Background: an optimization exercise with open tools, aiming at small area. Do not read the settings as production practice. The RTL was checked by simulation tests, not by an equivalence proof against the original design. No activity file was given, so power comes from the tool's default toggle rates. The clock port is modelled as an ideal driver; clocking choices that lean on that would not hold on a real chip.

==> flow/design.v (excerpt) <==
module RISC(
	input clk,
	input rst,
	output [31:0] imem_addr,
	input  [31:0] imem_rdata,
	output        dmem_we,
	output [31:0] dmem_addr,
	output [31:0] dmem_wdata,
	input  [31:0] dmem_rdata
	);
Settings: LEC_CHECK=0, CAP_MARGIN=0, CORE_MARGIN=2, CORE_UTILIZATION=55, PLACE_DENSITY=0.7, SLEW_MARGIN=0, SYNTH_HIERARCHICAL=1; clock period 7.5 ns.
standard.sh (not shown) runs the stock make flow with config.mk's settings and CLKGATE_MAP_FILE= SYNTH_SCRIPT=/design/flow/synth_recipe.tcl, a recipe that flattens the netlist after the stock synthesis.
==> flow/flow/run.sh <==
#!/bin/bash
set -o pipefail
cp standard.sh standard_sh.txt
export BUFFER_PORTS_ARGS="-buffer_cell sky130_fd_sc_hd__buf_1"
export CTS_ARGS="-sink_clustering_enable -repair_clock_nets -dont_use_dummy_load -buf_list {sky130_fd_sc_hd__clkbuf_8 sky130_fd_sc_hd__clkbuf_16} -sink_clustering_size 20 -sink_clustering_max_diameter 100"
bash standard.sh finish > standard.log 2>&1
The baseline ran to the end with no violations.
Rerun with:
==> flow/flow/run.sh (replaced) <==
#!/bin/bash
set -o pipefail
cp standard.sh standard_sh.txt
export BUFFER_PORTS_ARGS="-buffer_cell sky130_fd_sc_hd__buf_1"
export CTS_ARGS="-sink_clustering_enable -repair_clock_nets -dont_use_dummy_load -buf_list {sky130_fd_sc_hd__clkbuf_8 sky130_fd_sc_hd__clkbuf_16} -sink_clustering_size 30 -sink_clustering_max_diameter 120"
bash standard.sh finish > standard.log 2>&1
--- a/flow/config.mk
+++ b/flow/config.mk
@@ -8 +8 @@
-export CAP_MARGIN = 0
+export CAP_MARGIN = 20
@@ -10,3 +10,3 @@
-export CORE_UTILIZATION = 55
-export PLACE_DENSITY = 0.7
-export SLEW_MARGIN = 0
+export CORE_UTILIZATION = 45
+export PLACE_DENSITY = 0.6
+export SLEW_MARGIN = 20
What happened: The new run completed with no timing, DRC or antenna violations. Total power falls by about 5%. Clock power fell by 17%. Design area barely changes. Flip-flop and latch count does not change. Core utilization falls by 11 points. Synthesized area is unchanged.

---

== maple ==
Another version of the RTL of RISC (not shown whole).
Size in the first run: ~3200 cells after synthesis, ~1200 flip-flops, ~0.050 mm² of cells after synthesis.
export LEC_CHECK = 0
export CAP_MARGIN = 0
export CORE_MARGIN = 2
export CORE_UTILIZATION = 50
export PLACE_DENSITY = 0.65
export SLEW_MARGIN = 0
export SYNTH_HIERARCHICAL = 1
create_clock -name core_clock -period 7.5 [get_ports {clk}]
==> flow/flow/run.sh <==
#!/bin/bash
set -o pipefail
cp standard.sh standard_sh.txt
export BUFFER_PORTS_ARGS="-buffer_cell sky130_fd_sc_hd__buf_1"
export CTS_ARGS="-sink_clustering_enable -repair_clock_nets -dont_use_dummy_load -buf_list {sky130_fd_sc_hd__clkbuf_8} -sink_clustering_size 12 -sink_clustering_max_diameter 100"
bash standard.sh finish > standard.log 2>&1
For juniper, these inputs were changed with respect to maple:
==> flow/flow/run.sh <==
#!/bin/bash
set -o pipefail
cp standard.sh standard_sh.txt
export BUFFER_PORTS_ARGS="-buffer_cell sky130_fd_sc_hd__buf_1"
export CTS_ARGS="-sink_clustering_enable -repair_clock_nets -dont_use_dummy_load -buf_list {sky130_fd_sc_hd__clkbuf_8 sky130_fd_sc_hd__clkbuf_16} -sink_clustering_size 20 -sink_clustering_max_diameter 100"
bash standard.sh finish > standard.log 2>&1
--- outcome ---
maple → juniper: wire length per cell went up by 0.42%; final cell count went down by 39; switching share of power went down by 1.0 points; fmax went up by 0.81%.

---

== red ==
RISC with an RTL version that a note above also has.
Size: roughly 3,400 cells after synthesis, about 1,200 flip-flops, ~160 I/O pins.
Settings: LEC_CHECK=0, CAP_MARGIN=20, CORE_MARGIN=2, CORE_UTILIZATION=45, CTS_BUF_LIST=sky130_fd_sc_hd__clkbuf_4 sky130_fd_sc_hd__clkbuf_8, PLACE_DENSITY=0.6, SLEW_MARGIN=20, SYNTH_HIERARCHICAL=1; clock period 7.5 ns.
run.sh (not shown) runs the stock make flow with config.mk's settings and CLKGATE_MAP_FILE= SYNTH_SCRIPT=/design/flow/synth_recipe.tcl, a recipe that flattens the netlist after the stock synthesis.
Stock flow here: none of the scripts above is used.
Looking at the reports, red completed the entire flow and the layout it produced met the timing, design-rule and antenna checks.
The inputs of blue differ from those of red as listed below.
Settings: removing CTS_BUF_LIST (formerly sky130_fd_sc_hd__clkbuf_4 sky130_fd_sc_hd__clkbuf_8).
==> flow/flow/run.sh (new file) <==
#!/bin/bash
set -o pipefail
cp standard.sh standard_sh.txt
export BUFFER_PORTS_ARGS="-buffer_cell sky130_fd_sc_hd__buf_1"
export CTS_ARGS="-sink_clustering_enable -repair_clock_nets -dont_use_dummy_load -buf_list {sky130_fd_sc_hd__clkbuf_8 sky130_fd_sc_hd__clkbuf_16} -sink_clustering_size 20 -sink_clustering_max_diameter 100"
bash standard.sh finish > standard.log 2>&1
==> flow/standard.sh (new file) <==
#!/bin/bash
# synth_recipe.tcl (not shown) runs the flow's synth.tcl, then flattens the netlist and writes it again
# the make line also repeats each setting of config.mk as NAME=value (left out here)
make -C /OpenROAD-flow-scripts/flow DESIGN_CONFIG=/design/flow/config.mk WORK_HOME=/design/flow/orfs CLKGATE_MAP_FILE= SYNTH_SCRIPT=/design/flow/synth_recipe.tcl "${@:-finish}"
removed: flow/run.sh
Findings:
blue against red: critical path depth saw an increase, count of plain and timing-repair buffers in the layout shows an increase of about 8%, area taken by multi-input logic gates comparable, net switching power figure decreased about 16%.

re-timing with driven ports:
The results above use ideal ports. As a check the final layouts listed here were re-extracted and re-timed, cells and wires unchanged.
Step 1: set_driving_cell puts a clkbuf_16 on clk and a buf_2 on each other input, an assumption about the parent block.
Step 2 times the ports against the registers' clock, not the clock port: input delays grow and output delays shrink by t, the midpoint of the rising clock arrivals with the driver on.
Three values: ideal ports, drivers, drivers and shift; two values: the first two.
run	shift t [ns]	slack for setup (ns)	hold WS [ns]
the first run of note 1	0.702	0.227 / 0.227 / 0.227	0.323 / 0.323 / 0.323
the second run of note 1	0.732	0.440 / 0.440 / 0.440	0.274 / 0.274 / 0.274
maple	0.862	0.483 / 0.483 / 0.483	0.331 / 0.331 / 0.331
juniper	0.738	0.539 / 0.539 / 0.539	0.333 / 0.333 / 0.333
red	0.970	0.441 / 0.441 / 0.441	0.314 / 0.314 / 0.314
blue	0.707	0.397 / 0.397 / 0.397	0.295 / 0.295 / 0.295
After both steps every run listed still meets setup and hold.
